What follows belongs to an exercise in optimizing a design on an open flow for small area; a production flow would make more cautious choices.
Only simulation tests tie the RTL to the original design; equivalence was not proved.

==> nickel <==
// fir
module fir(clk, din, reset, dout);
input clk;
input signed [7:0] din;
input reset;
output signed [15:0] dout;
reg [7:0] x1;
reg [7:0] x2;
reg [7:0] x3;
reg [7:0] x4;
reg [7:0] x5;
reg [7:0] x6;
reg [7:0] x7;
reg [7:0] x8;
reg [7:0] x9;
reg [7:0] x10;
reg [7:0] x11;
reg [7:0] x12;
wire [1:0] rn, rp;
iv ri0 (.a(reset), .y(rn[0]));
iv rj0 (.a(rn[0]), .y(rp[0]));
iv ri1 (.a(reset), .y(rn[1]));
iv rj1 (.a(rn[1]), .y(rp[1]));
wire [7:0] d1;
an r1 (.a(rn[0]), .b(din[0]), .y(d1[0]));
an r2 (.a(rn[0]), .b(din[1]), .y(d1[1]));
an r3 (.a(rn[0]), .b(din[2]), .y(d1[2]));
an r4 (.a(rn[0]), .b(din[3]), .y(d1[3]));
an r5 (.a(rn[1]), .b(din[4]), .y(d1[4]));
an r6 (.a(rn[1]), .b(din[5]), .y(d1[5]));
an r7 (.a(rn[1]), .b(din[6]), .y(d1[6]));
an r8 (.a(rn[1]), .b(din[7]), .y(d1[7]));
wire [7:0] d2;
nd r9 (.a(rn[0]), .b(x1[0]), .y(d2[0]));
nd r10 (.a(rn[0]), .b(x1[1]), .y(d2[1]));
nd r11 (.a(rn[0]), .b(x1[2]), .y(d2[2]));
nd r12 (.a(rn[0]), .b(x1[3]), .y(d2[3]));
nd r13 (.a(rn[1]), .b(x1[4]), .y(d2[4]));
nd r14 (.a(rn[1]), .b(x1[5]), .y(d2[5]));
nd r15 (.a(rn[1]), .b(x1[6]), .y(d2[6]));
an r16 (.a(rn[1]), .b(x1[7]), .y(d2[7]));
wire [7:0] d3;
nr r17 (.a(rp[0]), .b(x2[0]), .y(d3[0]));
  ...
==> flow/config.mk <==
export PLATFORM = sky130hd
export DESIGN_NAME = fir
export DESIGN_NICKNAME = fir
export VERILOG_FILES = /design/flow/design.v
export SDC_FILE = /design/flow/constraint.sdc
export NUM_CORES = 4
export LEC_CHECK = 0
export CAP_MARGIN = 20
export CORE_MARGIN = 2
export CORE_UTILIZATION = 60
export CTS_BUF_LIST = sky130_fd_sc_hd__clkbuf_4 sky130_fd_sc_hd__clkbuf_8
export GPL_ROUTABILITY_DRIVEN = 0
export GPL_TIMING_DRIVEN = 0
export PLACE_DENSITY = 0.7
export SLEW_MARGIN = 20
export SYNTH_HIERARCHICAL = 1
export SYNTH_MINIMUM_KEEP_SIZE = 0
==> flow/constraint.sdc <==
create_clock -name core_clock -period 6.5 [get_ports {clk}]
set_input_delay 1.3000 -clock core_clock [delete_from_list [all_inputs] [get_ports {clk}]]
set_output_delay 1.3000 -clock core_clock [all_outputs]
set_load 0.01 [all_outputs]
standard.sh (not shown) runs the stock make flow with config.mk's settings and CLKGATE_MAP_FILE= SYNTH_SCRIPT=/design/flow/synth_recipe.tcl, a recipe that flattens the netlist after the stock synthesis.
==> flow/flow/run.sh <==
#!/bin/bash
# Layout flow: the standard flow (standard.sh, unchanged synthesis), with
# the ports buffered by the smallest buffer and no dummy loads on the clock tree.
set -euo pipefail
bash standard.sh \
  BUFFER_PORTS_ARGS="-buffer_cell sky130_fd_sc_hd__buf_1" \
  CTS_ARGS="-sink_clustering_enable -repair_clock_nets -buf_list {sky130_fd_sc_hd__clkbuf_4 sky130_fd_sc_hd__clkbuf_8} -dont_use_dummy_load" \
  finish > flow.log 2>&1
==> inputs of harbor, as changes to nickel <==
- CORE_UTILIZATION: 60 -> 50
- PLACE_DENSITY: 0.7 -> 0.6
==> inputs of umber, as changes to nickel <==
- SETUP_SLACK_MARGIN: not set -> -0.1
==> qor.yml <==
outcome: "complete, no violations"
comb_power_share: 0.548
rsz0062_at_grt: "yes"
p_clk_uw: 321
fin_crit_sh: 0.983
max_freq_mhz: 156
cp.buffers_inverters: 0
wl_met1_um: 4610
drive_above_1_share: 0.0657
power_density_mw_per_mm2: 375
reg2regPathDepth: 18
finalInstanceArea_sq_mm: 0.00639
final-clk-cell-share: 0.0194
num_tap_cells: 133
swShare: 0.370
via_per_inst: 4.96
gr-usage-met3: 0.0457
p_int_mw: 1.51
synthToLayoutAreaGrowth_pct: 7.67
-- figures above: umber

==> qor.yml <==
swShare: 0.367
p_clk_uw: 326
outcome: "complete, no violations"
power_density_mw_per_mm2: 387
comb_power_share: 0.566
fin_crit_sh: 0.965
drive_above_1_share: 0.104
num_tap_cells: 143
finalInstanceArea_sq_mm: 0.00647
cp.buffers_inverters: 2
p_int_mw: 1.59
synthToLayoutAreaGrowth_pct: 8.98
gr-usage-met3: 0.0573
-- figures above: harbor

==> qor.yml <==
wl_met1_um: 4510
outcome: "complete, no violations"
num_tap_cells: 133
p_clk_uw: 322
power_density_mw_per_mm2: 373
gr-usage-met3: 0.0457
finalInstanceArea_sq_mm: 0.00642
p_int_mw: 1.51
final-clk-cell-share: 0.0193
synthToLayoutAreaGrowth_pct: 8.11
comb_power_share: 0.548
cp.buffers_inverters: 0
-- figures above: nickel

## static timing again, ports no longer ideal
Ports are ideal in the flow. The routed layouts listed here were re-timed in OpenROAD. Step 1: set_driving_cell puts a clkbuf_16 on clk and a buf_2 on each other input, an assumption about the parent block. Step 2, shift: input delay + t, output delay - t, t = (earliest + latest rising clock arrival at the registers) / 2. This alone moves slack from input paths to output paths. Slacks: no drivers / after step 1 / after step 2; pairs: no drivers / after step 1.
| run | t, ns | setup slack, ns | worst setup path after step 2 | pins driven straight from the clock port |
|---|---|---|---|---|
| nickel | 0.393 | 0.214 / 0.214 / -0.015 | input to register | 1 |
| harbor | 0.409 | 0.227 / 0.227 / -0.003 | input to register | 1 |
| umber | 0.394 | 0.109 / 0.109 / -0.022 | input to register | 1 |
Met with ideal ports but missed after step 2: setup timing in every run listed. The setup slack of harbor, which loses most, moves by 0.000 ns with the drivers and by -0.230 ns with both steps.
